This design comes from an exercise in tuning for small area and a short achievable clock period on the open sky130 flow, not from production work.
Only simulation tests tie the RTL to the original design; equivalence was not proved.

==> flow/design.v <==
module rca #(parameter W = 16) (
  input  [W-1:0] a, b,
  input          ci,
  output [W-1:0] s
);
  wire [W:0] c;
  assign c[0] = ci;
  genvar j;
  generate
    for (j = 0; j < W; j = j + 1) begin : b_
      assign s[j] = a[j] ^ b[j] ^ c[j];
      assign c[j+1] = (a[j] & b[j]) | (c[j] & (a[j] ^ b[j]));
    end
  endgenerate
endmodule
module cstage #(parameter I = 0) (
  input  [15:0] x, w,
  input         d,
  output [15:0] xn, wn
);
  wire [14:0] nm = w[14:0] ^ {15{~w[15]}};    
  wire [31:0] xe = {{16{x[15]}}, x};
  wire [31:0] ne = {17'h1ffff, nm};
  wire [15:0] xs = xe[15+I:I];                 
  wire [15:0] ns = ne[15+I:I];                 
  rca #(16) ax (.a(x), .b(~ns), .ci(d), .s(xn));             
  rca #(16) aw (.a({1'b1, nm}), .b(xs), .ci(1'b0), .s(wn));  
endmodule
module cstage_late #(parameter I = 12) (
  input  [15:0] x, w,
  input         d,
  output [15:0] xn, wn
);
  localparam L = 16 - I;   
  wire [14:0] nm = w[14:0] ^ {15{~w[15]}};
  wire [14:0] m = ~nm;
  wire [L-1:0] xl = {1'b0, x[L-2:0]} + {1'b0, m[14:I]} + {{(L-1){1'b0}}, d};
  wire cx = xl[L-1];
  wire [I:0] xu = x[15:L-1];
  wire [I:0] fx;
  wire [L:0] wl = {1'b0, nm[L-1:0]} + {1'b0, x[15:I]};
  wire e = x[15];
  wire [15-L:0] wu = {1'b1, nm[14:L]};
  wire inc = wl[L] & ~e;
  wire dec = ~wl[L] & e;
  wire [15-L:0] fw;
  genvar j;
  generate
    for (j = 0; j <= I; j = j + 1) begin : g
      if (j == 0) begin : z
        assign fx[j] = cx;
      end else begin : o
        assign fx[j] = cx & (&xu[j-1:0]);
      end
    end
    for (j = 0; j <= 15 - L; j = j + 1) begin : f
      if (j == 0) begin : z
        assign fw[j] = inc | dec;
      end else begin : o
        assign fw[j] = (inc & (&wu[j-1:0])) | (dec & ~(|wu[j-1:0]));
      end
    end
  endgenerate
  assign xn = {xu ^ fx, xl[L-2:0]};
  assign wn = {wu ^ fw, wl[L-1:0]};
endmodule
module cordic_vec(clk,a0,b0,r,ang);
  input signed [15:0] a0,b0;
  input clk;
  output signed [15:0] r,ang;
  reg [15:0] x0r, w0r;
  always @(posedge clk) begin
    x0r <= a0;
    w0r <= b0;
  end
  genvar k;
  generate
    for (k = 1; k <= 12; k = k + 1) begin : st
      wire [15:0] xi, wi, xo, wo;
      wire di;                
      wire [k-1:0] dhi;
      reg [15:0] x, w;
      reg [k-1:0] dh;
      if (k == 1) begin : f
        assign xi = x0r;
        assign wi = w0r;
        assign di = w0r[15];
        assign dhi = di;
      end else begin : n
        assign xi = st[k-1].x;
        assign wi = st[k-1].w;
        assign di = st[k-1].dh[k-2] ^ ~st[k-1].w[15];
        assign dhi = {di, st[k-1].dh};
      end
      cstage #(k-1) cs (.x(xi), .w(wi), .d(di), .xn(xo), .wn(wo));
      always @(posedge clk) begin
        x <= xo;
        w <= wo;
        dh <= dhi;
      end
    end
  endgenerate
  wire d12 = st[12].dh[11] ^ ~st[12].w[15];
  wire [15:0] x13, w13, x14, w14;
  cstage_late #(12) ca (.x(st[12].x), .w(st[12].w), .d(d12), .xn(x13), .wn(w13));
  wire d13 = d12 ^ ~w13[15];
  cstage_late #(13) cb (.x(x13), .w(w13), .d(d13), .xn(x14), .wn(w14));
  reg [15:0] x14r, w14r;
  reg [13:0] dh14r;
  always @(posedge clk) begin
    x14r <= x14;
    w14r <= w14;
    dh14r <= {d13, d12, st[12].dh};
  end
  wire d14 = dh14r[13] ^ ~w14r[15];
  wire [15:0] x15, w15;
  cstage_late #(14) cc (.x(x14r), .w(w14r), .d(d14), .xn(x15), .wn(w15));
  wire d15 = d14 ^ ~w15[15];
  wire [15:0] x16 = x15 + {15'd0, d15};
  reg [15:0] xr;
  reg [15:0] dr;
  always @(posedge clk) begin
    xr <= x16;
    dr <= {d15, d14, dh14r};
  end
  wire sc_1 = xr[11] ^ ~xr[9] ^ ~xr[7];
  wire sc_2 = (xr[11] & ~xr[9]) | (~xr[7] & (xr[11] ^ ~xr[9]));
  wire sc_3 = xr[5] ^ xr[2] ^ 1'b1;
  wire sc_4 = (xr[5] & xr[2]) | (1'b1 & (xr[5] ^ xr[2]));
  wire sc_5 = xr[12] ^ ~xr[10] ^ ~xr[8];
  wire sc_6 = (xr[12] & ~xr[10]) | (~xr[8] & (xr[12] ^ ~xr[10]));
  wire sc_7 = xr[6] ^ xr[3] ^ ~xr[0];
  wire sc_8 = (xr[6] & xr[3]) | (~xr[0] & (xr[6] ^ xr[3]));
  wire sc_9 = xr[13] ^ ~xr[11] ^ ~xr[9];
  wire sc_10 = (xr[13] & ~xr[11]) | (~xr[9] & (xr[13] ^ ~xr[11]));
  wire sc_11 = xr[7] ^ xr[4] ^ ~xr[1];
  wire sc_12 = (xr[7] & xr[4]) | (~xr[1] & (xr[7] ^ xr[4]));
  wire sc_13 = xr[14] ^ ~xr[12] ^ ~xr[10];
  wire sc_14 = (xr[14] & ~xr[12]) | (~xr[10] & (xr[14] ^ ~xr[12]));
  wire sc_15 = xr[8] ^ xr[5] ^ ~xr[2];
  wire sc_16 = (xr[8] & xr[5]) | (~xr[2] & (xr[8] ^ xr[5]));
  wire sc_17 = ~xr[0] ^ xr[15] ^ 1'b1;
  wire sc_18 = (~xr[0] & xr[15]) | (1'b1 & (~xr[0] ^ xr[15]));
  wire sc_19 = ~xr[15] ^ ~xr[13] ^ ~xr[11];
  wire sc_20 = (~xr[15] & ~xr[13]) | (~xr[11] & (~xr[15] ^ ~xr[13]));
  wire sc_21 = xr[9] ^ xr[6] ^ ~xr[3];
  wire sc_22 = (xr[9] & xr[6]) | (~xr[3] & (xr[9] ^ xr[6]));
  wire sc_23 = ~xr[1] ^ xr[15] ^ 1'b1;
  wire sc_24 = (~xr[1] & xr[15]) | (1'b1 & (~xr[1] ^ xr[15]));
  wire sc_25 = ~xr[14] ^ ~xr[12] ^ xr[10];
  wire sc_26 = (~xr[14] & ~xr[12]) | (xr[10] & (~xr[14] ^ ~xr[12]));
  wire sc_27 = xr[7] ^ ~xr[4] ^ ~xr[2];
  wire sc_28 = (xr[7] & ~xr[4]) | (~xr[2] & (xr[7] ^ ~xr[4]));
  wire sc_29 = xr[15] ^ ~xr[13] ^ xr[11];
  wire sc_30 = (xr[15] & ~xr[13]) | (xr[11] & (xr[15] ^ ~xr[13]));
  wire sc_31 = xr[8] ^ ~xr[5] ^ ~xr[3];
  wire sc_32 = (xr[8] & ~xr[5]) | (~xr[3] & (xr[8] ^ ~xr[5]));
  wire sc_33 = ~xr[0] ^ xr[15] ^ 1'b1;
  wire sc_34 = (~xr[0] & xr[15]) | (1'b1 & (~xr[0] ^ xr[15]));
  wire sc_35 = ~xr[14] ^ xr[12] ^ xr[9];
  wire sc_36 = (~xr[14] & xr[12]) | (xr[9] & (~xr[14] ^ xr[12]));
  wire sc_37 = ~xr[6] ^ ~xr[4] ^ ~xr[1];
  wire sc_38 = (~xr[6] & ~xr[4]) | (~xr[1] & (~xr[6] ^ ~xr[4]));
  wire sc_39 = xr[15] ^ xr[13] ^ xr[10];
  wire sc_40 = (xr[15] & xr[13]) | (xr[10] & (xr[15] ^ xr[13]));
  wire sc_41 = ~xr[7] ^ ~xr[5] ^ ~xr[2];
  wire sc_42 = (~xr[7] & ~xr[5]) | (~xr[2] & (~xr[7] ^ ~xr[5]));
  wire sc_43 = xr[14] ^ xr[11] ^ ~xr[8];
  wire sc_44 = (xr[14] & xr[11]) | (~xr[8] & (xr[14] ^ xr[11]));
  wire sc_45 = ~xr[6] ^ ~xr[3] ^ xr[0];
  wire sc_46 = (~xr[6] & ~xr[3]) | (xr[0] & (~xr[6] ^ ~xr[3]));
  wire sc_47 = ~xr[15] ^ xr[12] ^ ~xr[9];
  wire sc_48 = (~xr[15] & xr[12]) | (~xr[9] & (~xr[15] ^ xr[12]));
  wire sc_49 = ~xr[7] ^ ~xr[4] ^ xr[1];
  wire sc_50 = (~xr[7] & ~xr[4]) | (xr[1] & (~xr[7] ^ ~xr[4]));
  wire sc_51 = xr[13] ^ ~xr[10] ^ ~xr[8];
  wire sc_52 = (xr[13] & ~xr[10]) | (~xr[8] & (xr[13] ^ ~xr[10]));
  wire sc_53 = ~xr[5] ^ xr[2] ^ xr[0];
  wire sc_54 = (~xr[5] & xr[2]) | (xr[0] & (~xr[5] ^ xr[2]));
  wire sc_55 = xr[14] ^ ~xr[11] ^ ~xr[9];
  wire sc_56 = (xr[14] & ~xr[11]) | (~xr[9] & (xr[14] ^ ~xr[11]));
  wire sc_57 = ~xr[6] ^ xr[3] ^ xr[1];
  wire sc_58 = (~xr[6] & xr[3]) | (xr[1] & (~xr[6] ^ xr[3]));
  wire sc_59 = ~xr[15] ^ ~xr[12] ^ ~xr[10];
  wire sc_60 = (~xr[15] & ~xr[12]) | (~xr[10] & (~xr[15] ^ ~xr[12]));
  wire sc_61 = ~xr[7] ^ xr[4] ^ xr[2];
  wire sc_62 = (~xr[7] & xr[4]) | (xr[2] & (~xr[7] ^ xr[4]));
  wire sc_63 = ~xr[13] ^ ~xr[11] ^ ~xr[8];
  wire sc_64 = (~xr[13] & ~xr[11]) | (~xr[8] & (~xr[13] ^ ~xr[11]));
  wire sc_65 = xr[5] ^ xr[3] ^ 1'b1;
  wire sc_66 = (xr[5] & xr[3]) | (1'b1 & (xr[5] ^ xr[3]));
  wire sc_67 = ~xr[14] ^ ~xr[12] ^ ~xr[9];
  wire sc_68 = (~xr[14] & ~xr[12]) | (~xr[9] & (~xr[14] ^ ~xr[12]));
  wire sc_69 = xr[6] ^ xr[4] ^ 1'b1;
  wire sc_70 = (xr[6] & xr[4]) | (1'b1 & (xr[6] ^ xr[4]));
  wire sc_71 = xr[15] ^ ~xr[13] ^ ~xr[10];
  wire sc_72 = (xr[15] & ~xr[13]) | (~xr[10] & (xr[15] ^ ~xr[13]));
  wire sc_73 = ~xr[14] ^ ~xr[11] ^ xr[8];
  wire sc_74 = (~xr[14] & ~xr[11]) | (xr[8] & (~xr[14] ^ ~xr[11]));
  wire sc_75 = xr[15] ^ ~xr[12] ^ xr[9];
  wire sc_76 = (xr[15] & ~xr[12]) | (xr[9] & (xr[15] ^ ~xr[12]));
  wire sc_77 = ~xr[13] ^ xr[10] ^ xr[8];
  wire sc_78 = (~xr[13] & xr[10]) | (xr[8] & (~xr[13] ^ xr[10]));
  wire sc_79 = ~xr[14] ^ xr[11] ^ xr[9];
  wire sc_80 = (~xr[14] & xr[11]) | (xr[9] & (~xr[14] ^ xr[11]));
  wire sc_81 = xr[15] ^ xr[12] ^ xr[10];
  wire sc_82 = (xr[15] & xr[12]) | (xr[10] & (xr[15] ^ xr[12]));
  wire sc_83 = xr[13] ^ xr[11] ^ 1'b1;
  wire sc_84 = (xr[13] & xr[11]) | (1'b1 & (xr[13] ^ xr[11]));
  wire sc_85 = xr[14] ^ xr[12] ^ 1'b1;
  wire sc_86 = (xr[14] & xr[12]) | (1'b1 & (xr[14] ^ xr[12]));
  wire sc_87 = sc_2 ^ sc_4 ^ sc_5;
  wire sc_88 = (sc_2 & sc_4) | (sc_5 & (sc_2 ^ sc_4));
  wire sc_89 = sc_6 ^ sc_8 ^ sc_9;
  wire sc_90 = (sc_6 & sc_8) | (sc_9 & (sc_6 ^ sc_8));
  wire sc_91 = sc_11 ^ xr[15] ^ 1'b1;
  wire sc_92 = (sc_11 & xr[15]) | (1'b1 & (sc_11 ^ xr[15]));
  wire sc_93 = sc_10 ^ sc_12 ^ sc_13;
  wire sc_94 = (sc_10 & sc_12) | (sc_13 & (sc_10 ^ sc_12));
  wire sc_95 = sc_14 ^ sc_16 ^ sc_18;
  wire sc_96 = (sc_14 & sc_16) | (sc_18 & (sc_14 ^ sc_16));
  wire sc_97 = sc_19 ^ sc_21 ^ sc_23;
  wire sc_98 = (sc_19 & sc_21) | (sc_23 & (sc_19 ^ sc_21));
  wire sc_99 = sc_20 ^ sc_22 ^ sc_24;
  wire sc_100 = (sc_20 & sc_22) | (sc_24 & (sc_20 ^ sc_22));
  wire sc_101 = sc_25 ^ sc_27 ^ xr[15];
  wire sc_102 = (sc_25 & sc_27) | (xr[15] & (sc_25 ^ sc_27));
  wire sc_103 = sc_26 ^ sc_28 ^ sc_29;
  wire sc_104 = (sc_26 & sc_28) | (sc_29 & (sc_26 ^ sc_28));
  wire sc_105 = sc_30 ^ sc_32 ^ sc_34;
  wire sc_106 = (sc_30 & sc_32) | (sc_34 & (sc_30 ^ sc_32));
  wire sc_107 = sc_35 ^ sc_37 ^ xr[15];
  wire sc_108 = (sc_35 & sc_37) | (xr[15] & (sc_35 ^ sc_37));
  wire sc_109 = sc_36 ^ sc_38 ^ sc_39;
  wire sc_110 = (sc_36 & sc_38) | (sc_39 & (sc_36 ^ sc_38));
  wire sc_111 = sc_40 ^ sc_42 ^ sc_43;
  wire sc_112 = (sc_40 & sc_42) | (sc_43 & (sc_40 ^ sc_42));
  wire sc_113 = sc_45 ^ xr[15] ^ 1'b1;
  wire sc_114 = (sc_45 & xr[15]) | (1'b1 & (sc_45 ^ xr[15]));
  wire sc_115 = sc_44 ^ sc_46 ^ sc_47;
  wire sc_116 = (sc_44 & sc_46) | (sc_47 & (sc_44 ^ sc_46));
  wire sc_117 = sc_48 ^ sc_50 ^ sc_51;
  wire sc_118 = (sc_48 & sc_50) | (sc_51 & (sc_48 ^ sc_50));
  wire sc_119 = sc_53 ^ xr[15] ^ 1'b1;
  wire sc_120 = (sc_53 & xr[15]) | (1'b1 & (sc_53 ^ xr[15]));
  wire sc_121 = sc_52 ^ sc_54 ^ sc_55;
  wire sc_122 = (sc_52 & sc_54) | (sc_55 & (sc_52 ^ sc_54));
  wire sc_123 = sc_56 ^ sc_58 ^ sc_59;
  wire sc_124 = (sc_56 & sc_58) | (sc_59 & (sc_56 ^ sc_58));
  wire sc_125 = sc_60 ^ sc_62 ^ sc_63;
  wire sc_126 = (sc_60 & sc_62) | (sc_63 & (sc_60 ^ sc_62));
  wire sc_127 = sc_64 ^ sc_66 ^ sc_67;
  wire sc_128 = (sc_64 & sc_66) | (sc_67 & (sc_64 ^ sc_66));
  wire sc_129 = sc_68 ^ sc_70 ^ sc_71;
  wire sc_130 = (sc_68 & sc_70) | (sc_71 & (sc_68 ^ sc_70));
  wire sc_131 = sc_72 ^ sc_73 ^ xr[6];
  wire sc_132 = (sc_72 & sc_73) | (xr[6] & (sc_72 ^ sc_73));
  wire sc_133 = sc_74 ^ sc_75 ^ xr[7];
  wire sc_134 = (sc_74 & sc_75) | (xr[7] & (sc_74 ^ sc_75));
  wire sc_135 = sc_76 ^ sc_77 ^ 1'b1;
  wire sc_136 = (sc_76 & sc_77) | (1'b1 & (sc_76 ^ sc_77));
  wire sc_137 = sc_78 ^ sc_79 ^ 1'b1;
  wire sc_138 = (sc_78 & sc_79) | (1'b1 & (sc_78 ^ sc_79));
  wire sc_139 = sc_86 ^ ~xr[15] ^ xr[13];
  wire sc_140 = (sc_86 & ~xr[15]) | (xr[13] & (sc_86 ^ ~xr[15]));
  wire sc_141 = sc_88 ^ sc_89 ^ sc_91;
  wire sc_142 = (sc_88 & sc_89) | (sc_91 & (sc_88 ^ sc_89));
  wire sc_143 = sc_90 ^ sc_92 ^ sc_93;
  wire sc_144 = (sc_90 & sc_92) | (sc_93 & (sc_90 ^ sc_92));
  wire sc_145 = sc_94 ^ sc_95 ^ sc_97;
  wire sc_146 = (sc_94 & sc_95) | (sc_97 & (sc_94 ^ sc_95));
  wire sc_147 = sc_96 ^ sc_98 ^ sc_99;
  wire sc_148 = (sc_96 & sc_98) | (sc_99 & (sc_96 ^ sc_98));
  wire sc_149 = sc_100 ^ sc_102 ^ sc_103;
  wire sc_150 = (sc_100 & sc_102) | (sc_103 & (sc_100 ^ sc_102));
  wire sc_151 = sc_104 ^ sc_105 ^ sc_107;
  wire sc_152 = (sc_104 & sc_105) | (sc_107 & (sc_104 ^ sc_105));
  wire sc_153 = sc_106 ^ sc_108 ^ sc_109;
  wire sc_154 = (sc_106 & sc_108) | (sc_109 & (sc_106 ^ sc_108));
  wire sc_155 = sc_110 ^ sc_111 ^ sc_113;
  wire sc_156 = (sc_110 & sc_111) | (sc_113 & (sc_110 ^ sc_111));
  wire sc_157 = sc_112 ^ sc_114 ^ sc_115;
  wire sc_158 = (sc_112 & sc_114) | (sc_115 & (sc_112 ^ sc_114));
  wire sc_159 = sc_116 ^ sc_117 ^ sc_119;
  wire sc_160 = (sc_116 & sc_117) | (sc_119 & (sc_116 ^ sc_117));
  wire sc_161 = sc_118 ^ sc_120 ^ sc_121;
  wire sc_162 = (sc_118 & sc_120) | (sc_121 & (sc_118 ^ sc_120));
  wire sc_163 = sc_122 ^ sc_123 ^ sc_61;
  wire sc_164 = (sc_122 & sc_123) | (sc_61 & (sc_122 ^ sc_123));
  wire sc_165 = sc_124 ^ sc_125 ^ sc_65;
  wire sc_166 = (sc_124 & sc_125) | (sc_65 & (sc_124 ^ sc_125));
  wire sc_167 = sc_126 ^ sc_127 ^ sc_69;
  wire sc_168 = (sc_126 & sc_127) | (sc_69 & (sc_126 ^ sc_127));
  wire sc_169 = sc_128 ^ sc_129 ^ xr[7];
  wire sc_170 = (sc_128 & sc_129) | (xr[7] & (sc_128 ^ sc_129));
  wire sc_171 = sc_130 ^ sc_131 ^ 1'b1;
  wire sc_172 = (sc_130 & sc_131) | (1'b1 & (sc_130 ^ sc_131));
  wire sc_173 = sc_138 ^ sc_80 ^ sc_81;
  wire sc_174 = (sc_138 & sc_80) | (sc_81 & (sc_138 ^ sc_80));
  wire sc_175 = sc_140 ^ xr[14] ^ 1'b1;
  wire sc_176 = (sc_140 & xr[14]) | (1'b1 & (sc_140 ^ xr[14]));
  wire sc_177 = sc_142 ^ sc_143 ^ sc_15;
  wire sc_178 = (sc_142 & sc_143) | (sc_15 & (sc_142 ^ sc_143));
  wire sc_179 = sc_146 ^ sc_147 ^ sc_101;
  wire sc_180 = (sc_146 & sc_147) | (sc_101 & (sc_146 ^ sc_147));
  wire sc_181 = sc_148 ^ sc_149 ^ sc_31;
  wire sc_182 = (sc_148 & sc_149) | (sc_31 & (sc_148 ^ sc_149));
  wire sc_183 = sc_150 ^ sc_151 ^ 1'b1;
  wire sc_184 = (sc_150 & sc_151) | (1'b1 & (sc_150 ^ sc_151));
  wire sc_185 = sc_152 ^ sc_153 ^ sc_41;
  wire sc_186 = (sc_152 & sc_153) | (sc_41 & (sc_152 ^ sc_153));
  wire sc_187 = sc_156 ^ sc_157 ^ sc_49;
  wire sc_188 = (sc_156 & sc_157) | (sc_49 & (sc_156 ^ sc_157));
  wire sc_189 = sc_160 ^ sc_161 ^ sc_57;
  wire sc_190 = (sc_160 & sc_161) | (sc_57 & (sc_160 ^ sc_161));
  wire sc_191 = sc_168 ^ sc_169 ^ xr[5];
  wire sc_192 = (sc_168 & sc_169) | (xr[5] & (sc_168 ^ sc_169));
  wire sc_193 = sc_172 ^ sc_132 ^ sc_133;
  wire sc_194 = (sc_172 & sc_132) | (sc_133 & (sc_172 ^ sc_132));
  wire sc_195 = sc_174 ^ sc_82 ^ sc_83;
  wire sc_196 = (sc_174 & sc_82) | (sc_83 & (sc_174 ^ sc_82));
  wire sc_197 = sc_178 ^ sc_144 ^ sc_145;
  wire sc_198 = (sc_178 & sc_144) | (sc_145 & (sc_178 ^ sc_144));
  wire sc_199 = sc_180 ^ sc_181 ^ sc_33;
  wire sc_200 = (sc_180 & sc_181) | (sc_33 & (sc_180 ^ sc_181));
  wire sc_201 = sc_184 ^ sc_185 ^ xr[15];
  wire sc_202 = (sc_184 & sc_185) | (xr[15] & (sc_184 ^ sc_185));
  wire sc_203 = sc_186 ^ sc_154 ^ sc_155;
  wire sc_204 = (sc_186 & sc_154) | (sc_155 & (sc_186 ^ sc_154));
  wire sc_205 = sc_188 ^ sc_158 ^ sc_159;
  wire sc_206 = (sc_188 & sc_158) | (sc_159 & (sc_188 ^ sc_158));
  wire sc_207 = sc_190 ^ sc_162 ^ sc_163;
  wire sc_208 = (sc_190 & sc_162) | (sc_163 & (sc_190 ^ sc_162));
  wire sc_209 = sc_192 ^ sc_170 ^ sc_171;
  wire sc_210 = (sc_192 & sc_170) | (sc_171 & (sc_192 ^ sc_170));
  wire sc_211 = sc_194 ^ sc_134 ^ sc_135;
  wire sc_212 = (sc_194 & sc_134) | (sc_135 & (sc_194 ^ sc_134));
  wire sc_213 = sc_196 ^ sc_84 ^ sc_85;
  wire sc_214 = (sc_196 & sc_84) | (sc_85 & (sc_196 ^ sc_84));
  wire sc_215 = sc_198 ^ sc_179 ^ 1'b1;
  wire sc_216 = (sc_198 & sc_179) | (1'b1 & (sc_198 ^ sc_179));
  wire sc_217 = sc_200 ^ sc_182 ^ sc_183;
  wire sc_218 = (sc_200 & sc_182) | (sc_183 & (sc_200 ^ sc_182));
  wire sc_219 = sc_204 ^ sc_187 ^ xr[15];
  wire sc_220 = (sc_204 & sc_187) | (xr[15] & (sc_204 ^ sc_187));
  wire sc_221 = sc_206 ^ sc_189 ^ 1'b1;
  wire sc_222 = (sc_206 & sc_189) | (1'b1 & (sc_206 ^ sc_189));
  wire sc_223 = sc_208 ^ sc_164 ^ sc_165;
  wire sc_224 = (sc_208 & sc_164) | (sc_165 & (sc_208 ^ sc_164));
  wire sc_225 = sc_212 ^ sc_136 ^ sc_137;
  wire sc_226 = (sc_212 & sc_136) | (sc_137 & (sc_212 ^ sc_136));
  wire sc_227 = sc_224 ^ sc_166 ^ sc_167;
  wire sc_228 = (sc_224 & sc_166) | (sc_167 & (sc_224 ^ sc_166));
  wire [38:0] sc_229 = {1'b1, sc_176, sc_175, sc_214, sc_213, sc_195, sc_226, sc_225, sc_211, sc_210, sc_209, sc_228, sc_227, sc_223, sc_222, sc_221, sc_220, sc_219, sc_202, sc_218, sc_217, sc_216, sc_215, sc_197, sc_177, sc_141, sc_87, sc_1, 1'b0, 1'b1, 1'b1, 1'b1, 1'b1, 1'b1, 1'b1, 1'b1, 1'b1, 1'b1, 1'b1};
  wire [38:0] sc_230 = {1'b0, ~xr[15], 1'b0, sc_139, 1'b0, 1'b0, sc_173, 1'b0, 1'b0, sc_193, 1'b0, sc_191, 1'b0, 1'b0, sc_207, 1'b0, sc_205, 1'b0, sc_203, sc_201, 1'b0, sc_199, 1'b0, 1'b0, sc_17, 1'b0, sc_7, sc_3, 1'b0, 1'b0, 1'b0, 1'b0, 1'b0, 1'b0, 1'b0, 1'b0, 1'b0, 1'b0, 1'b0};
  wire [38:0] sc_231 = sc_229 + sc_230;
  wire zs_1 = dr[6] ^ ~dr[12] ^ dr[13];
  wire zs_2 = (dr[6] & ~dr[12]) | (dr[13] & (dr[6] ^ ~dr[12]));
  wire zs_3 = ~dr[1] ^ ~dr[3] ^ dr[5];
  wire zs_4 = (~dr[1] & ~dr[3]) | (dr[5] & (~dr[1] ^ ~dr[3]));
  wire zs_5 = dr[4] ^ dr[11] ^ dr[12];
  wire zs_6 = (dr[4] & dr[11]) | (dr[12] & (dr[4] ^ dr[11]));
  wire zs_7 = ~dr[0] ^ ~dr[1] ^ dr[2];
  wire zs_8 = (~dr[0] & ~dr[1]) | (dr[2] & (~dr[0] ^ ~dr[1]));
  wire zs_9 = dr[3] ^ dr[10] ^ ~dr[13];
  wire zs_10 = (dr[3] & dr[10]) | (~dr[13] & (dr[3] ^ dr[10]));
  wire zs_11 = dr[2] ^ dr[3] ^ dr[8];
  wire zs_12 = (dr[2] & dr[3]) | (dr[8] & (dr[2] ^ dr[3]));
  wire zs_13 = dr[0] ^ dr[1] ^ dr[7];
  wire zs_14 = (dr[0] & dr[1]) | (dr[7] & (dr[0] ^ dr[1]));
  wire zs_15 = dr[2] ^ dr[5] ^ ~dr[8];
  wire zs_16 = (dr[2] & dr[5]) | (~dr[8] & (dr[2] ^ dr[5]));
  wire zs_17 = dr[4] ^ ~dr[7] ^ 1'b1;
  wire zs_18 = (dr[4] & ~dr[7]) | (1'b1 & (dr[4] ^ ~dr[7]));
  wire zs_19 = ~dr[1] ^ dr[2] ^ ~dr[5];
  wire zs_20 = (~dr[1] & dr[2]) | (~dr[5] & (~dr[1] ^ dr[2]));
  wire zs_21 = dr[0] ^ ~dr[4] ^ 1'b1;
  wire zs_22 = (dr[0] & ~dr[4]) | (1'b1 & (dr[0] ^ ~dr[4]));
  wire zs_23 = dr[1] ^ ~dr[3] ^ 1'b1;
  wire zs_24 = (dr[1] & ~dr[3]) | (1'b1 & (dr[1] ^ ~dr[3]));
  wire zs_25 = zs_1 ^ dr[14] ^ ~dr[15];
  wire zs_26 = (zs_1 & dr[14]) | (~dr[15] & (zs_1 ^ dr[14]));
  wire zs_27 = zs_2 ^ zs_3 ^ 1'b1;
  wire zs_28 = (zs_2 & zs_3) | (1'b1 & (zs_2 ^ zs_3));
  wire zs_29 = zs_4 ^ zs_5 ^ ~dr[14];
  wire zs_30 = (zs_4 & zs_5) | (~dr[14] & (zs_4 ^ zs_5));
  wire zs_31 = zs_6 ^ zs_7 ^ zs_9;
  wire zs_32 = (zs_6 & zs_7) | (zs_9 & (zs_6 ^ zs_7));
  wire zs_33 = zs_8 ^ zs_10 ^ dr[9];
  wire zs_34 = (zs_8 & zs_10) | (dr[9] & (zs_8 ^ zs_10));
  wire zs_35 = zs_12 ^ zs_13 ^ ~dr[10];
  wire zs_36 = (zs_12 & zs_13) | (~dr[10] & (zs_12 ^ zs_13));
  wire zs_37 = zs_14 ^ dr[6] ^ ~dr[9];
  wire zs_38 = (zs_14 & dr[6]) | (~dr[9] & (zs_14 ^ dr[6]));
  wire zs_39 = zs_18 ^ dr[3] ^ ~dr[6];
  wire zs_40 = (zs_18 & dr[3]) | (~dr[6] & (zs_18 ^ dr[3]));
  wire zs_41 = zs_24 ^ dr[0] ^ ~dr[2];
  wire zs_42 = (zs_24 & dr[0]) | (~dr[2] & (zs_24 ^ dr[0]));
  wire zs_43 = zs_30 ^ zs_31 ^ 1'b1;
  wire zs_44 = (zs_30 & zs_31) | (1'b1 & (zs_30 ^ zs_31));
  wire zs_45 = zs_32 ^ zs_33 ^ ~dr[12];
  wire zs_46 = (zs_32 & zs_33) | (~dr[12] & (zs_32 ^ zs_33));
  wire zs_47 = zs_34 ^ zs_11 ^ ~dr[11];
  wire zs_48 = (zs_34 & zs_11) | (~dr[11] & (zs_34 ^ zs_11));
  wire zs_49 = zs_38 ^ zs_15 ^ 1'b1;
  wire zs_50 = (zs_38 & zs_15) | (1'b1 & (zs_38 ^ zs_15));
  wire zs_51 = zs_40 ^ zs_19 ^ 1'b1;
  wire zs_52 = (zs_40 & zs_19) | (1'b1 & (zs_40 ^ zs_19));
  wire zs_53 = zs_50 ^ zs_16 ^ zs_17;
  wire zs_54 = (zs_50 & zs_16) | (zs_17 & (zs_50 ^ zs_16));
  wire zs_55 = zs_52 ^ zs_20 ^ zs_21;
  wire zs_56 = (zs_52 & zs_20) | (zs_21 & (zs_52 ^ zs_20));
  wire zs_57 = zs_56 ^ zs_22 ^ zs_23;
  wire zs_58 = (zs_56 & zs_22) | (zs_23 & (zs_56 ^ zs_22));
  wire [15:0] zs_59 = {zs_58, zs_57, zs_55, zs_51, zs_54, zs_53, zs_49, zs_36, zs_48, zs_46, zs_44, zs_43, zs_28, zs_26, zs_25, 1'b1};
  wire [15:0] zs_60 = {zs_41, 1'b0, 1'b0, 1'b0, zs_39, 1'b0, 1'b0, zs_37, zs_35, zs_47, zs_45, 1'b0, zs_29, zs_27, 1'b0, 1'b0};
  wire [15:0] zs_61 = zs_59 + zs_60;
  reg [15:0] rr, angr;
  always @(posedge clk) begin
    rr <= sc_231[38:23];
    angr <= zs_61;
  end
  assign r = rr;
  assign ang = angr;
endmodule
==> flow/flow/run.sh <==
#!/bin/bash
# The standard layout with two changes:
#  1. after the standard synthesis, flow/polarity.py re-balances the
#     inverters around full adders and XOR gates (each full adder may work on
#     complemented values, each XOR may become an XNOR); registers and all
#     other cells are untouched;
#  2. the port buffers are plain buffers (sky130_fd_sc_hd__buf_1) instead of
#     the delay cells buffer_ports picks by default.
set -euo pipefail
R=orfs/results/sky130hd/cordic_vec/base
bash standard.sh synth > standard_synth.log 2>&1
cp $R/1_2_yosys.v $R/1_2_yosys.standard.v
python3 flow/polarity.py $R/1_2_yosys.standard.v $R/1_2_yosys.v > polarity.log 2>&1
rm -f $R/1_synth.odb $R/1_synth.sdc
bash standard.sh "BUFFER_PORTS_ARGS=-buffer_cell sky130_fd_sc_hd__buf_1" finish > standard_flow.log 2>&1
==> flow/flow/polarity.py <==
#!/usr/bin/env python3
"""Re-balance inverters around full adders and XOR gates in a mapped sky130hd
netlist (Yosys write_verilog output, flat, no assigns).

A full adder is self-dual, FA(~a,~b,~c) = (~sum,~cout), and an XOR/XNOR gate
absorbs an inversion on any pin by switching between XOR and XNOR.  The
script chooses, for every full adder, whether it works on the true or the
complemented values, and for every XOR/XNOR gate which polarity it outputs,
so that as few inverters as possible are needed; then it removes the old
inverters and inserts the needed ones.  Flip-flops and all other cells keep
exactly the signals they had.

usage: polarity.py in.v out.v
"""
import re, sys, collections

src = open(sys.argv[1]).read()
cell_re = re.compile(r'^\s*(sky130_fd_sc_hd__\w+)\s+(\S+)\s*\((.*?)\);\s*$', re.S | re.M)
pin_re = re.compile(r'\.(\w+)\(\s*(.*?)\s*\)(?=\s*[,)]|\s*$)', re.S)

OUT_PINS = {'Y', 'X', 'SUM', 'COUT', 'Q', 'Q_N', 'HI', 'LO'}
cells = []   # [type, name, {pin: net}, order]
for m in cell_re.finditer(src):
    t, n, body = m.group(1), m.group(2), m.group(3)
    pins = collections.OrderedDict()
    for pm in re.finditer(r'\.(\w+)\(([^()]*)\)', body):
        pins[pm.group(1)] = pm.group(2).strip()
    cells.append([t, n, pins, m.span()])

ports_out = set()
for m in re.finditer(r'^\s*output\s+(\[\d+:\d+\]\s+)?(\S+);', src, re.M):
    rng, name = m.group(1), m.group(2)
    if rng:
        hi, lo = map(int, re.findall(r'\d+', rng))
        for i in range(min(hi, lo), max(hi, lo) + 1):
            ports_out.add('%s[%d]' % (name, i))
    else:
        ports_out.add(name)

def short(t): return t.replace('sky130_fd_sc_hd__', '')
def is_inv(t): return re.match(r'sky130_fd_sc_hd__(inv|clkinv)_\d+$', t) is not None
def is_fa(t): return re.match(r'sky130_fd_sc_hd__fa_\d+$', t) is not None
def xor_kind(t):
    m = re.match(r'sky130_fd_sc_hd__(xor|xnor)([23])_(\d+)$', t)
    return m.groups() if m else None

driver = {}
for c in cells:
    for p, n in c[2].items():
        if p in OUT_PINS: driver[n] = c

# removable inverters: output is not a port
inv_in = {}
for c in cells:
    if is_inv(c[0]) and c[2]['Y'] not in ports_out:
        inv_in[c[2]['Y']] = c[2]['A']

def resolve(n):
    p = 0
    while n in inv_in:
        n = inv_in[n]; p ^= 1
    return n, p

# consumers: list of (cell, pin, base, parity)
kind = {}
for c in cells:
    if is_inv(c[0]) and c[2]['Y'] in inv_in: kind[id(c)] = 'rm'
    elif is_fa(c[0]): kind[id(c)] = 'fa'
    elif xor_kind(c[0]): kind[id(c)] = 'xor'
    else: kind[id(c)] = 'fix'

uses = collections.defaultdict(list)   # base -> [(cellidx, pin, parity)]
for ci, c in enumerate(cells):
    if kind[id(c)] == 'rm': continue
    for p, n in c[2].items():
        if p in OUT_PINS: continue
        if n.startswith("1'b") or n == '': continue
        b, par = resolve(n)
        uses[b].append((ci, p, par))
# port outputs driven through removable inverters would lose their driver:
for n in ports_out:
    assert n not in inv_in

# state
flip = [0] * len(cells)          # FA orientation
def prod_par(b):
    """parity (relative to the logical base) carried by the physical net b"""
    c = driver.get(b)
    if c is None: return 0
    k = kind[id(c)]
    if k == 'fa': return flip[cells.index(c)] if False else flip[cidx[id(c)]]
    return 0
cidx = {id(c): i for i, c in enumerate(cells)}
xor_out = {}   # base -> chosen parity for xor-driven bases
def demands(b):
    d = set()
    for ci, p, par in uses[b]:
        k = kind[id(cells[ci])]
        if k == 'xor': continue
        if k == 'fa': d.add(par ^ flip[ci])
        else: d.add(par)
    return d
def cost(b):
    d = demands(b)
    c = driver.get(b)
    if c is not None and kind[id(c)] == 'xor':
        return 1 if len(d) == 2 else 0
    P = prod_par(b)
    return 1 if (P ^ 1) in d else 0

bases = set(uses.keys())
fa_list = [i for i, c in enumerate(cells) if kind[id(c)] == 'fa']
def fa_bases(i):
    c = cells[i]
    s = set()
    for p in ('A', 'B', 'CIN'):
        n = c[2][p]
        if not n.startswith("1'b"): s.add(resolve(n)[0])
    for p in ('SUM', 'COUT'):
        s.add(c[2][p])
    return s
# outputs of FAs that drive ports cannot flip
noflip = set()
for i in fa_list:
    for p in ('SUM', 'COUT'):
        if cells[i][2][p] in ports_out: noflip.add(i)
    for p in ('A', 'B', 'CIN'):
        if cells[i][2][p].startswith("1'b"): noflip.add(i)

before = sum(cost(b) for b in bases)
improved = True; rounds = 0
while improved and rounds < 50:
    improved = False; rounds += 1
    for i in fa_list:
        if i in noflip: continue
        bs = fa_bases(i)
        c0 = sum(cost(b) for b in bs)
        flip[i] ^= 1
        c1 = sum(cost(b) for b in bs)
        if c1 < c0: improved = True
        else: flip[i] ^= 1
after = sum(cost(b) for b in bases)
n_old = sum(1 for c in cells if kind[id(c)] == 'rm')
sys.stderr.write("inverters: removable %d, needed before %d, after %d (%d rounds)\n" % (n_old, before, after, rounds))

# rewrite
def esc(n):
    return n + ' ' if n.startswith('\\') else n
newnet = {}
extra = []
def inv_net(b):
    if b not in newnet:
        nn = 'pol_%d_' % len(newnet)
        newnet[b] = nn
        extra.append((nn, b))
    return newnet[b]
# physical parity of each base
phys = {}
for b in bases:
    c = driver.get(b)
    if c is not None and kind[id(c)] == 'xor':
        d = demands(b)
        phys[b] = min(d) if len(d) == 1 else 0
    else:
        phys[b] = prod_par(b)
def net_for(b, want):
    return b if phys.get(b, 0) == want else inv_net(b)
out = []
pos = 0
for ci, c in enumerate(cells):
    t, name, pins, (s, e) = c
    out.append(src[pos:s]); pos = e
    k = kind[id(c)]
    if k == 'rm':
        continue
    newpins = collections.OrderedDict()
    if k == 'xor':
        xk = xor_kind(t)
        tot = 1 if xk[0] == 'xnor' else 0
        for p, n in pins.items():
            if p in OUT_PINS:
                newpins[p] = n
                tot ^= phys.get(n, 0)
            elif n.startswith("1'b"):
                newpins[p] = n
            else:
                b, par = resolve(n)
                pb = phys.get(b, 0)
                newpins[p] = b          # physical b carries logical b ^ pb; want b ^ par
                tot ^= par ^ pb
        t = 'sky130_fd_sc_hd__%s%s_%s' % ('xnor' if tot else 'xor', xk[1], xk[2])
        outp = 'Y' if (tot and xk[1] == '2') else 'X'
        onet = [n for p, n in newpins.items() if p in OUT_PINS][0]
        newpins = collections.OrderedDict((p, n) for p, n in newpins.items() if p not in OUT_PINS)
        newpins[outp] = onet
    else:
        f = flip[ci] if k == 'fa' else 0
        for p, n in pins.items():
            if p in OUT_PINS or n.startswith("1'b"):
                newpins[p] = n
            else:
                b, par = resolve(n)
                newpins[p] = net_for(b, par ^ f)
    body = ",\n".join("    .%s(%s)" % (p, esc(n)) for p, n in newpins.items())
    out.append("%s %s (\n%s\n  );" % (t, name, body))
out.append(src[pos:])
txt = "".join(out)
decl = "".join("  wire %s;\n" % nn for nn, b in extra)
insts = "".join("  sky130_fd_sc_hd__inv_1 pol_inv_%d (\n    .A(%s),\n    .Y(%s)\n  );\n" % (i, esc(b), nn)
                for i, (nn, b) in enumerate(extra))
# declare the new wires after the port list and add the inverters before endmodule
txt = re.sub(r'(module\s+\w+\s*\([^;]*\);\n)', lambda m: m.group(1) + decl, txt, count=1)
idx = txt.rindex('endmodule')
txt = txt[:idx] + insts + txt[idx:]
open(sys.argv[2], 'w').write(txt)
sys.stderr.write("inverters written: %d (was %d)\n" % (len(extra), n_old))
==> flow/standard.sh <==
#!/bin/bash
# synth_recipe.tcl (not shown) runs the flow's synth.tcl, then flattens the netlist and writes it again
# the make line also repeats each setting of config.mk as NAME=value (left out here)
make -C /OpenROAD-flow-scripts/flow DESIGN_CONFIG=/design/flow/config.mk WORK_HOME=/design/flow/orfs CLKGATE_MAP_FILE= SYNTH_SCRIPT=/design/flow/synth_recipe.tcl "${@:-finish}"
==> flow/config.mk <==
export PLATFORM = sky130hd
export DESIGN_NAME = cordic_vec
export DESIGN_NICKNAME = cordic_vec
export VERILOG_FILES = /design/flow/design.v
export SDC_FILE = /design/flow/constraint.sdc
export NUM_CORES = 4
export LEC_CHECK = 0
export CAP_MARGIN = 20
export CORE_MARGIN = 2
export CORE_UTILIZATION = 40
export SLEW_MARGIN = 20
==> flow/constraint.sdc <==
create_clock -name core_clock -period 32.0 [get_ports {clk}]
set_input_delay 6.4000 -clock core_clock [delete_from_list [all_inputs] [get_ports {clk}]]
set_output_delay 6.4000 -clock core_clock [all_outputs]
set_load 0.01 [all_outputs]
==> results of run 1 <==
==> sequential cells by signal, summed over array words and instances, names as in the netlist <==
register / count
w0r: 16
st.dh: 78
x0r: 16
xr: 16
dh14r: 14
rr: 16
angr: 15
x14r: 16
st.w: 192
w14r: 16
st.x: 192
dr: 16
==> layout make-up <==
type                    count  area [µm²]  share of cell area [%]
clock inverters            31         464                    1.50
flip-flops and latches    603       12100                    39.0
repair buffers             67         267                   0.860
well taps                 882        1100                    3.56
clock buffers              78        1690                    5.45
multi-input cells        1154       14500                    46.8
inverters                 237         890                    2.87
==> layer usage <==
layer | GRT usage [%] | vias up
met5 | 0 | -
met4 | 3.74 | 0
met3 | 2.07 | 78
met2 | 24.0 | 140
met1 | 15.0 | 6681
li1 | - | 6480
==> worst min path at each step <==
stage | startpoint | to | cells past startpoint
detailed placement | st[9].dh[3] | st[10].dh[3] | 0
floorplan | st[12].dh[0] | dh14r[0] | 0
finish | st[12].dh[8] | dh14r[8] | 0
global placement | dh14r[2] | dr[2] | 0
global route | dh14r[0] | dr[0] | 0
CTS | st[12].dh[8] | dh14r[8] | 0
==> through the flow <==
| step | hold WS (ps) | utilization [%] | setup slack [ps] | std cells | area [µm²] |
|---|---|---|---|---|---|
| after floorplan | 310 | - | 24430 | 2031 | 27700 |
| after global placement | 310 | 42.1 | 24480 | 2943 | 28800 |
| after detailed placement | 312 | 42.1 | 24310 | 2943 | 28800 |
| after CTS | 276 | 45.3 | 24300 | 3052 | 31000 |
| after global routing | 278 | 45.3 | 24010 | 3052 | 31000 |
| final | 280 | 45.3 | 24430 | 3052 | 31000 |
==> layout by cell type, fill, tap and decap left out, types with 6 or more instances in the layout <==
cell        count
inv_1         237
o21ai_0        12
clkinv_2        9
nand3_1        22
a211oi_1        6
a21oi_1        20
dfxtp_1       603
buf_1          63
bufinv_16       8
clkbuf_8       12
clkbuf_1        6
clkinvlp_4      8
ha_1          142
clkbuf_16      60
nor4_1          6
nor2_1         35
and3_1         10
nor3_1         13
nand2_1        42
xnor2_1       142
fa_1          405
xor2_1        179
and2_1          6
a21o_1         11
nand4_1        11
==> worst reg2reg max path, cell delays in order (launching register included) <==
cell and delay (ps):
dfxtp_1 870, xor2_1 300, inv_1 110, fa_1 460, fa_1 440, fa_1 430, fa_1 430, fa_1 420
fa_1 420, fa_1 440, fa_1 430, fa_1 430, fa_1 420, fa_1 430, fa_1 450, fa_1 440
fa_1 410, xnor2_1 130
==> impl_metrics.tcl, run 1 <==
set metrics [dict create \
    ant_nets 0 \
    grt_pass1_wl_mm 73.2 \
    critPathBufInv 1 \
    crit_top_cell "fa_1" \
    hold_path.class "reg2reg" \
    r2r-end "st[1].w[15]" \
    grt-ovfl-total 0 \
    hold_buffers 0 \
    clock_tree.buffer_depth 3 \
    tns_ps 0 \
    worstRegToRegCells 17 \
    ys_warn_count 1 \
    wl_per_cell_um 14.1 \
    start_util_pct 40.4 \
    die_x_um 267 \
    cts_sinks 603 \
    worstPathArrival_ps 8110 \
    timing.rr.start "w0r[15]" \
    synth_area_um2 27700 \
    run_status "complete, no violations" \
    path_max_fanout 18 \
    grt_start_max_net_pins 34 \
    worst_pin_slew_ps 948 \
    cts_max_level 2 \
    hpwl_mm 35.3 \
    rsz0062_at_grt "no" \
    antenna_cells 0 \
    drt_first_pass_iters 4 \
    cp-end-kind "register" \
    portBuffers 63 \
    via_per_inst 4.38 \
    period_minus_slack_ps 7570 \
    grt_pass1_vias 15073 \
    path_depth 17 \
    slowest_delay_ps 870 \
    post_cts_buffers 0 \
    critical_path.startpoint "w0r[15]" \
    n_fill_cell 6108 \
    critPathCapture "st[1].w[15]" \
    grt_use_total_pct 12.8 \
    cts-root-buf "clkbuf_16" \
    finalSetupViolations 0 \
    critical_path.cell_chain "xor2_1 > inv_1 > fa_1 > fa_1 > fa_1 > fa_1 > fa_1 > fa_1 > fa_1 > fa_1 > fa_1 > fa_1 > fa_1 > fa_1 > fa_1 > fa_1 > xnor2_1" \
    finalHoldViolCount 0 \
    wl_met3_mm 1.32 \
    drive_gt1_share_pct 6.13 \
    die_h_um 267 \
    cts-resized-gates 0 \
    cts.reportedPaths.clkPinSlew_ps 60 \
    dieArea_um2 71300 \
    rows 96 \
    critPathSlowestCell "dfxtp_1" \
    cts_tree "yes" \
    clk_latency_ps 650 \
    drt-total-wl_mm 43.2 \
    coreArea_um2 68500 \
    synth_area_per_cell_um2 13.6 \
    drt-initial-drc-count 538 \
    io_pins 65 \
    finalClockSkew_ps 51.3 \
    synth_fp_nets 2611 \
    antenna_found_initial 1 \
    max-cap-violations 0 \
    cts_made_buffers 60 \
    dr_wl_met2_mm 23.3 \
    cp_data_required_time_ps 32540 \
    highest_layer "met4" \
    gp_congestion 0.869 \
    drc 0 \
    wl_met1_mm 17.5 \
    critPathKind "reg2reg" \
    syn_inst 2031 \
    drv_slew 0 \
    critPathTopFamily "adder cells" \
    nNetsFinal 2703 \
    cp-start-kind "register" \
    reg2reg_slack_ps 24430 \
    fmax_mhz 132 \
    fin_crit_sh_pct 23.7 \
    vias 13379 \
    area_delta_synth_final_pct 12.1 \
    relSlewSlack_pct 36.7 \
]
==> run 2, diff against run 1 <==
--- a/flow/flow/polarity.py
+++ b/flow/flow/polarity.py
@@ -130,13 +130,30 @@
 before = sum(cost(b) for b in bases)
-improved = True; rounds = 0
-while improved and rounds < 50:
-    improved = False; rounds += 1
+fab = {i: fa_bases(i) for i in fa_list}
+def greedy(order):
+    improved = True; rounds = 0
+    while improved and rounds < 50:
+        improved = False; rounds += 1
+        for i in order:
+            if i in noflip: continue
+            bs = fab[i]
+            c0 = sum(cost(b) for b in bs)
+            flip[i] ^= 1
+            c1 = sum(cost(b) for b in bs)
+            if c1 < c0: improved = True
+            elif c1 == c0 and rnd.random() < 0.3: pass
+            else: flip[i] ^= 1
+    return rounds
+import random
+rnd = random.Random(1)
+rounds = greedy(fa_list)
+best = sum(cost(b) for b in bases); best_flip = list(flip)
+# perturb and re-descend a few times (deterministic seed)
+for it in range(300):
     for i in fa_list:
-        if i in noflip: continue
-        bs = fa_bases(i)
-        c0 = sum(cost(b) for b in bs)
-        flip[i] ^= 1
-        c1 = sum(cost(b) for b in bs)
-        if c1 < c0: improved = True
-        else: flip[i] ^= 1
+        if i not in noflip and rnd.random() < 0.1: flip[i] ^= 1
+    greedy(fa_list if it % 2 else list(reversed(fa_list)))
+    c = sum(cost(b) for b in bases)
+    if c < best: best = c; best_flip = list(flip)
+    else: flip[:] = best_flip
+flip[:] = best_flip
 after = sum(cost(b) for b in bases)
==> impl_metrics.tcl, run 2 <==
set metrics [dict create \
    run_status "complete, no violations" \
    layout_commonest_cell "dfxtp_1" \
    final_cell_mix "603 x dfxtp_1, 405 x fa_1, 213 x inv_1" \
    cp-end-kind "register" \
    drt-initial-drc-count 354 \
    wl_per_cell_um 14.1 \
    cts-resized-gates 0 \
    finalClockSkew_ps 72.6 \
    vias 13288 \
    post_cts_buffers 0 \
    drt_first_pass_iters 4 \
    hpwl_mm 35.1 \
    dp_slack_ps 24340 \
    synth_area_per_cell_um2 13.7 \
    drive_gt1_share_pct 6.29 \
    finalHoldViolCount 0 \
    cts-root-buf "clkbuf_16" \
    cp_data_required_time_ps 32460 \
    rows 96 \
    synth_area_um2 27600 \
    synth_fp_nets 2587 \
    grt_pass1_wl_mm 73.7 \
    tns_ps 0 \
    cts.reportedPaths.clkPinSlew_ps 60 \
    antenna_found_initial 1 \
    dpl_cell_area_um2 28800 \
    die_x_um 267 \
    drt-total-wl_mm 42.7 \
    reg.largest.list "st.w: 192 flops, st.x: 192 flops, st.dh: 78 flops" \
    area_delta_synth_final_pct 12.3 \
    cts_made_buffers 60 \
    clk_latency_ps 660 \
    max-cap-violations 0 \
    critPathKind "reg2reg" \
    grt_start_max_net_pins 34 \
    worst_pin_slew_ps 907 \
    cp-start-kind "register" \
    fin_crit_sh_pct 23.7 \
    gp_congestion 0.850 \
    grt_use_total_pct 12.8 \
    coreArea_um2 68500 \
    die_h_um 267 \
    hold_path.class "reg2reg" \
    n_fill_cell 6130 \
    antenna_cells 0 \
    io_pins 65 \
    path_max_fanout 16 \
    critical_path.cell_chain "xnor2_1 > ha_1 > fa_1 > fa_1 > fa_1 > fa_1 > fa_1 > fa_1 > fa_1 > fa_1 > fa_1 > fa_1 > fa_1 > fa_1 > fa_1 > fa_1 > xnor2_1" \
    clock_tree.buffer_depth 3 \
    ant_nets 0 \
    cts_max_level 2 \
    via_per_inst 4.39 \
    worstPathArrival_ps 8030 \
    drc 0 \
    drv_slew 0 \
    fmax_mhz 132 \
    hold_buffers 0 \
    critPathSlowestCell "dfxtp_1" \
    portBuffers 63 \
    relSlewSlack_pct 39.4 \
    grt_pass1_vias 15087 \
    ys_warn_count 1 \
    finalSetupViolations 0 \
    period_minus_slack_ps 7570 \
    slowest_delay_ps 850 \
    critPathBufInv 0 \
    start_util_pct 40.3 \
    fin_area_um2 31000 \
    cts_sinks 603 \
    rsz0062_at_grt "no" \
    syn_inst 2007 \
    critPathTopFamily "adder cells" \
    nNetsFinal 2682 \
    cts_tree "yes" \
    dieArea_um2 71000 \
    grt-ovfl-total 0 \
    crit_top_cell "fa_1" \
    setup_ws_ps 24430 \
]
run 2: cell count changes in the layout (fill, tap and decap cells not counted), sizes merged:
cell,before,now
buf,67,70
bufinv,8,9
clkbuf,78,80
clkinv,13,12
clkinvlp,8,3
inv,239,215
xnor2,143,153
xor2,179,169
run 2: worst reg2reg max path, cell delays in order, from the launching register on:
cell     delay (ps)
dfxtp_1         850
xnor2_1         180
ha_1            260
fa_1            420
fa_1            430
fa_1            430
fa_1            440
fa_1            430
fa_1            430
fa_1            430
fa_1            420
fa_1            430
fa_1            430
fa_1            430
fa_1            450
fa_1            430
fa_1            420
xnor2_1         140
run 2: path summary, 6_finish.rpt:
kind | from | endpoint | slack, ps | cells past startpoint
hold / removal | st[8].dh[6] | st[9].dh[6] | 300 | 0
setup / recovery | st[9].w[15] | st[10].w[15] | 24430 | 17
hold reg to reg | st[8].dh[6] | st[9].dh[6] | 300 | 0
setup reg to reg | st[9].w[15] | st[10].w[15] | 24430 | 17
run 2: area by class of cell:
class                      instances  area, µm²  area share [%]
multi-input combinational       1154      14500            46.9
sequential                       603      12100            39.0
clock buffer                      80       1740            5.61
tap                              882       1100            3.57
inverter                         213        800            2.58
clock inverter                    26        449            1.45
timing repair buffer              70        289           0.934
run 2: metal layers:
| layer | GRT usage [%] | part of all wire, % | up-vias |
|---|---|---|---|
| met4 | 4.31 | 2.9 | 0 |
| li1 | - | - | 6449 |
| met2 | 23.2 | 52 | 149 |
| met1 | 15.5 | 42 | 6607 |
| met3 | 2.12 | 3.2 | 83 |
| met5 | 0 | 0 | - |
run 2: per-stage QoR:
stage                     util, %  cells  hold slack, ps
after floorplan                 -   2007             310
after global placement       42.0   2922             310
after detailed placement     42.0   2922             312
after CTS                    45.2   3028             299
after global routing         45.2   3028             299
final                        45.2   3028             303
==> run 3, diff against run 2 <==
--- a/flow/design.v
+++ b/flow/design.v
@@ -16,3 +16,4 @@
 module cstage #(parameter I = 0) (
-  input  [15:0] x, w,
+  input  [15:0] x,
+  input  [14:0] nm,                            
   input         d,
@@ -20,3 +21,2 @@
 );
-  wire [14:0] nm = w[14:0] ^ {15{~w[15]}};    
   wire [31:0] xe = {{16{x[15]}}, x};
@@ -70,6 +70,9 @@
   output signed [15:0] r,ang;
-  reg [15:0] x0r, w0r;
+  reg [15:0] x0r;
+  reg [14:0] n0r;
+  reg d0r;
   always @(posedge clk) begin
     x0r <= a0;
-    w0r <= b0;
+    n0r <= b0[14:0] ^ {15{~b0[15]}};
+    d0r <= b0[15];
   end
@@ -78,3 +81,4 @@
     for (k = 1; k <= 12; k = k + 1) begin : st
-      wire [15:0] xi, wi, xo, wo;
+      wire [15:0] xi, xo, wo;
+      wire [14:0] ni;         
       wire di;                
@@ -85,4 +89,4 @@
         assign xi = x0r;
-        assign wi = w0r;
-        assign di = w0r[15];
+        assign ni = n0r;
+        assign di = d0r;
         assign dhi = di;
@@ -90,3 +94,3 @@
         assign xi = st[k-1].x;
-        assign wi = st[k-1].w;
+        assign ni = st[k-1].w[14:0] ^ {15{~st[k-1].w[15]}};
         assign di = st[k-1].dh[k-2] ^ ~st[k-1].w[15];
@@ -94,3 +98,3 @@
       end
-      cstage #(k-1) cs (.x(xi), .w(wi), .d(di), .xn(xo), .wn(wo));
+      cstage #(k-1) cs (.x(xi), .nm(ni), .d(di), .xn(xo), .wn(wo));
       always @(posedge clk) begin
--- a/flow/config.mk
+++ b/flow/config.mk
@@ -10,2 +10,4 @@
 export CORE_UTILIZATION = 40
+export CTS_CLUSTER_DIAMETER = 100
+export CTS_CLUSTER_SIZE = 24
 export SLEW_MARGIN = 20
==> impl_metrics.tcl, run 3 <==
set metrics [dict create \
    ys_warn_count 1 \
    rows 96 \
    drv_slew 0 \
    synth_area_per_cell_um2 13.8 \
    max-cap-violations 0 \
    grt_use_total_pct 12.1 \
    nNetsFinal 2637 \
    hold_path.class "reg2reg" \
    hpwl_mm 34.2 \
    synth_area_um2 27500 \
    finalClockSkew_ps 26.9 \
    coreArea_um2 68300 \
    min_from "st[12].dh[7]" \
    grt_pass1_vias 14490 \
    timing.rr.start "st[9].w[15]" \
    dieArea_um2 70900 \
    rsz0062_at_grt "no" \
    die_x_um 266 \
    layout_commonest_cell "dfxtp_1" \
    relSlewSlack_pct 40.1 \
    antenna_cells 0 \
    cp-end-kind "register" \
    period_minus_slack_ps 7580 \
    syn_inst 1993 \
    drt-initial-drc-count 396 \
    reg2reg_slack_ps 24420 \
    finalHoldViolCount 0 \
    start_util_pct 40.3 \
    worst_pin_slew_ps 897 \
    clk_latency_ps 610 \
    reg.largest.list "st.w: 192 flops, st.x: 192 flops, st.dh: 78 flops" \
    cts-root-buf "clkbuf_16" \
    drive_gt1_share_pct 3.01 \
    final_cell_mix "603 x dfxtp_1, 406 x fa_1, 214 x inv_1" \
    critical_path.startpoint "st[9].w[15]" \
    portBuffers 63 \
    antenna_found_initial 3 \
    grt-ovfl-total 0 \
    fmax_mhz 132 \
    clock_tree.buffer_depth 3 \
    worst_hold_slack_ps 316 \
    gp_congestion 0.814 \
    drc 0 \
    hold_depth 0 \
    critPathKind "reg2reg" \
    io_pins 65 \
    vias 12864 \
    worstPathArrival_ps 8050 \
    wl_per_cell_um 13.9 \
    cts_made_buffers 29 \
    grt_start_max_net_pins 25 \
    run_status "complete, no violations" \
    drt-total-wl_mm 40.8 \
    fin_crit_sh_pct 23.7 \
    finalSetupViolations 0 \
    cp_data_required_time_ps 32470 \
    via_per_inst 4.38 \
    synth_fp_nets 2575 \
    cts-resized-gates 0 \
    whs_endpoint "dh14r[7]" \
    cts_tree "yes" \
    cts_max_level 1 \
    cts_sinks 603 \
    drt_first_pass_iters 4 \
    hold_buffers 0 \
    cts.reportedPaths.clkPinSlew_ps 90 \
    cp-start-kind "register" \
    die_h_um 266 \
    post_cts_buffers 0 \
    ant_nets 0 \
    tns_ps 0 \
    worstRegToRegCells 17 \
    r2r-end "st[10].w[15]" \
    path_max_fanout 16 \
    area_delta_synth_final_pct 7.27 \
    grt_pass1_wl_mm 70.0 \
]
[run 3: layout make-up]
cell class	count	area [µm²]
inverter	214	803
fill	6243	38800
timing repair buffer	68	275
tap	882	1100
clock buffer	29	726
clock inverter	4	70.1
sequential	603	12100
multi-input combinational	1139	14500
[run 3: worst max path at each step]
stage	depth (start not counted)	end
after global routing	17	st[10].w[15]
after global placement	17	st[10].w[15]
after detailed placement	17	st[10].w[15]
final	17	st[10].w[15]
after floorplan	19	st[10].w[15]
after CTS	17	st[10].w[15]
[run 3: routing by layer]
metal	global-route usage (%)	part of all wire (%)
met5	0	0.071
met3	1.69	3.2
met4	2.73	2.3
met2	22.3	52
met1	15.0	42
[run 3: through the flow]
stage	cells	worst slack (ps)	util (%)	instance area, µm²
finish	2939	24420	43.2	29500
global route	2939	24090	43.2	29500
CTS	2939	24350	43.2	29500
detailed placement	2906	24370	42.0	28700
global placement	2906	24420	42.0	28700
floorplan	1993	24480	-	27500
[run 3: critical path, stage by stage, from the launching register on]
cell	delay (ps)
dfxtp_1	860
xnor2_1	190
ha_1	270
fa_1	430
fa_1	430
fa_1	440
fa_1	430
fa_1	430
fa_1	430
fa_1	430
fa_1	430
fa_1	430
fa_1	420
fa_1	430
fa_1	430
fa_1	430
fa_1	420
xnor2_1	140
==> run 4, diff against run 3 <==
--- a/flow/config.mk
+++ b/flow/config.mk
@@ -10,4 +10,4 @@
 export CORE_UTILIZATION = 40
-export CTS_CLUSTER_DIAMETER = 100
-export CTS_CLUSTER_SIZE = 24
+export CTS_CLUSTER_DIAMETER = 120
+export CTS_CLUSTER_SIZE = 30
 export SLEW_MARGIN = 20
==> impl_metrics.tcl, run 4 <==
set metrics [dict create \
    cts_made_buffers 24 \
    r2r-end "st[10].w[15]" \
    wl_met1_mm 17.4 \
    drt-total-wl_mm 40.6 \
    drc 0 \
    cts.reportedPaths.clkPinSlew_ps 110 \
    finalHoldViolCount 0 \
    syn_inst 1993 \
    run_status "complete, no violations" \
    die_x_um 266 \
    area_delta_synth_final_pct 6.76 \
    grt_start_max_net_pins 31 \
    portBuffers 63 \
    rsz0062_at_grt "no" \
    hpwl_mm 34.2 \
    vias 12875 \
    synth_fp_nets 2575 \
    die_h_um 266 \
    period_minus_slack_ps 7590 \
    cp_data_required_time_ps 32460 \
    finalClockSkew_ps 22.0 \
    cp-start-kind "register" \
    grt_use_total_pct 12.1 \
    grt_pass1_vias 14427 \
    worstRegToRegCells 17 \
    drt_first_pass_iters 4 \
    max-cap-violations 0 \
    cts-root-buf "clkbuf_16" \
    hold_buffers 0 \
    wl_met3_um 933 \
    placed_cells 2906 \
    reg2reg_slack_ps 24410 \
    clk_latency_ps 590 \
    worst_pin_slew_ps 912 \
    tns_ps 0 \
    clock_tree.buffer_depth 3 \
    worstPathArrival_ps 8050 \
    finalSetupViolations 0 \
    dpl_cell_area_um2 28700 \
    path_max_fanout 16 \
    worst_hold_slack_ps 328 \
    io_pins 65 \
    hold_path.class "reg2reg" \
    synth_area_um2 27500 \
    antenna_found_initial 3 \
    nNetsFinal 2632 \
    post_cts_buffers 0 \
    gp_congestion 0.814 \
    cts-resized-gates 0 \
    cts_tree "yes" \
    drv_slew 0 \
    whs_endpoint "st[12].dh[0]" \
    antenna_cells 0 \
    fmax_mhz 132 \
    start_util_pct 40.3 \
    dieArea_um2 70900 \
    synth_area_per_cell_um2 13.8 \
    fin_crit_sh_pct 23.7 \
    dr_wl_met2_mm 21.3 \
    finalNonFillerCells 2934 \
    ant_nets 0 \
    fin_area_um2 29400 \
    drive_gt1_share_pct 2.78 \
    drt-initial-drc-count 356 \
    coreArea_um2 68300 \
    min_from "st[11].dh[0]" \
    critPathKind "reg2reg" \
    grt-ovfl-total 0 \
    timing.rr.start "st[9].w[15]" \
    final_cell_mix "603 x dfxtp_1, 406 x fa_1, 214 x inv_1" \
    cp-end-kind "register" \
    via_per_inst 4.39 \
    layout_commonest_cell "dfxtp_1" \
    rows 96 \
    reg.largest.list "st.w: 192 flops, st.x: 192 flops, st.dh: 78 flops" \
    grt_pass1_wl_mm 69.7 \
    hold_depth 0 \
    highest_layer "met5" \
    ys_warn_count 1 \
    cts_max_level 1 \
    cts_sinks 603 \
    wl_per_cell_um 13.9 \
    relSlewSlack_pct 39.1 \
]
run 4: worst max-delay path, stage by stage, from the launching register on:
cell	delay (ps)
dfxtp_1	870
xnor2_1	190
ha_1	270
fa_1	430
fa_1	430
fa_1	440
fa_1	430
fa_1	430
fa_1	430
fa_1	430
fa_1	430
fa_1	430
fa_1	420
fa_1	430
fa_1	430
fa_1	430
fa_1	420
xnor2_1	130
run 4: cell type report:
| class | instances | area [µm²] |
|---|---|---|
| Multi-Input combinational cell | 1139 | 14500 |
| Inverter | 214 | 803 |
| Tap cell | 882 | 1100 |
| Fill cell | 6246 | 39000 |
| Sequential cell | 603 | 12100 |
| Clock inverter | 4 | 53.8 |
| Clock buffer | 24 | 601 |
| Timing Repair Buffer | 68 | 275 |
run 4: per-stage QoR:
step / utilization (%) / setup slack, ps
finish: 43.0 / 24410
global route: 43.0 / 24060
CTS: 43.0 / 24340
detailed placement: 42.0 / 24370
global placement: 42.0 / 24420
floorplan: - / 24480
run 4: routing by layer:
metal / up-vias / track usage, %
li1: 6258 / -
met1: 6444 / 14.9
met2: 108 / 22.2
met3: 61 / 1.54
met4: 4 / 3.08
met5: - / 0
run 4: how the worst max path moves through the flow:
stage | from | end | slack, ps | depth (start not counted)
finish | st[9].w[15] | st[10].w[15] | 24410 | 17
global route | st[9].w[15] | st[10].w[15] | 24060 | 17
CTS | st[9].w[15] | st[10].w[15] | 24340 | 17
detailed placement | st[9].w[15] | st[10].w[15] | 24370 | 17
global placement | st[9].w[15] | st[10].w[15] | 24420 | 17
floorplan | st[9].w[15] | st[10].w[15] | 24480 | 19

-- separate check: timing with driven ports --
Ports are ideal in the flow. The routed layouts listed here were re-timed in OpenROAD. Step 1: set_driving_cell puts a clkbuf_16 on clk and a buf_2 on each other input, an assumption about the parent block. Step 2 times the ports against the registers' clock, not the clock port: input delays grow and output delays shrink by t, the midpoint of the rising clock arrivals with the driver on. a / b / c = ideal / step 1 / step 2; a / b = the first two.
run | t (ns) | setup WS [ns] | worst hold slack (ns) | clock arrival spread, ns
run 1 | 0.677 | 24.432 / 24.432 / 24.432 | 0.280 / 0.280 / 0.280 | 0.053 / 0.053
run 2 | 0.676 | 24.430 / 24.430 / 24.430 | 0.303 / 0.303 / 0.303 | 0.076 / 0.076
run 3 | 0.655 | 24.416 / 24.416 / 24.416 | 0.316 / 0.316 / 0.316 | 0.037 / 0.037
run 4 | 0.633 | 24.409 / 24.409 / 24.409 | 0.328 / 0.328 / 0.328 | 0.025 / 0.025
After both steps every run listed still meets setup and hold.
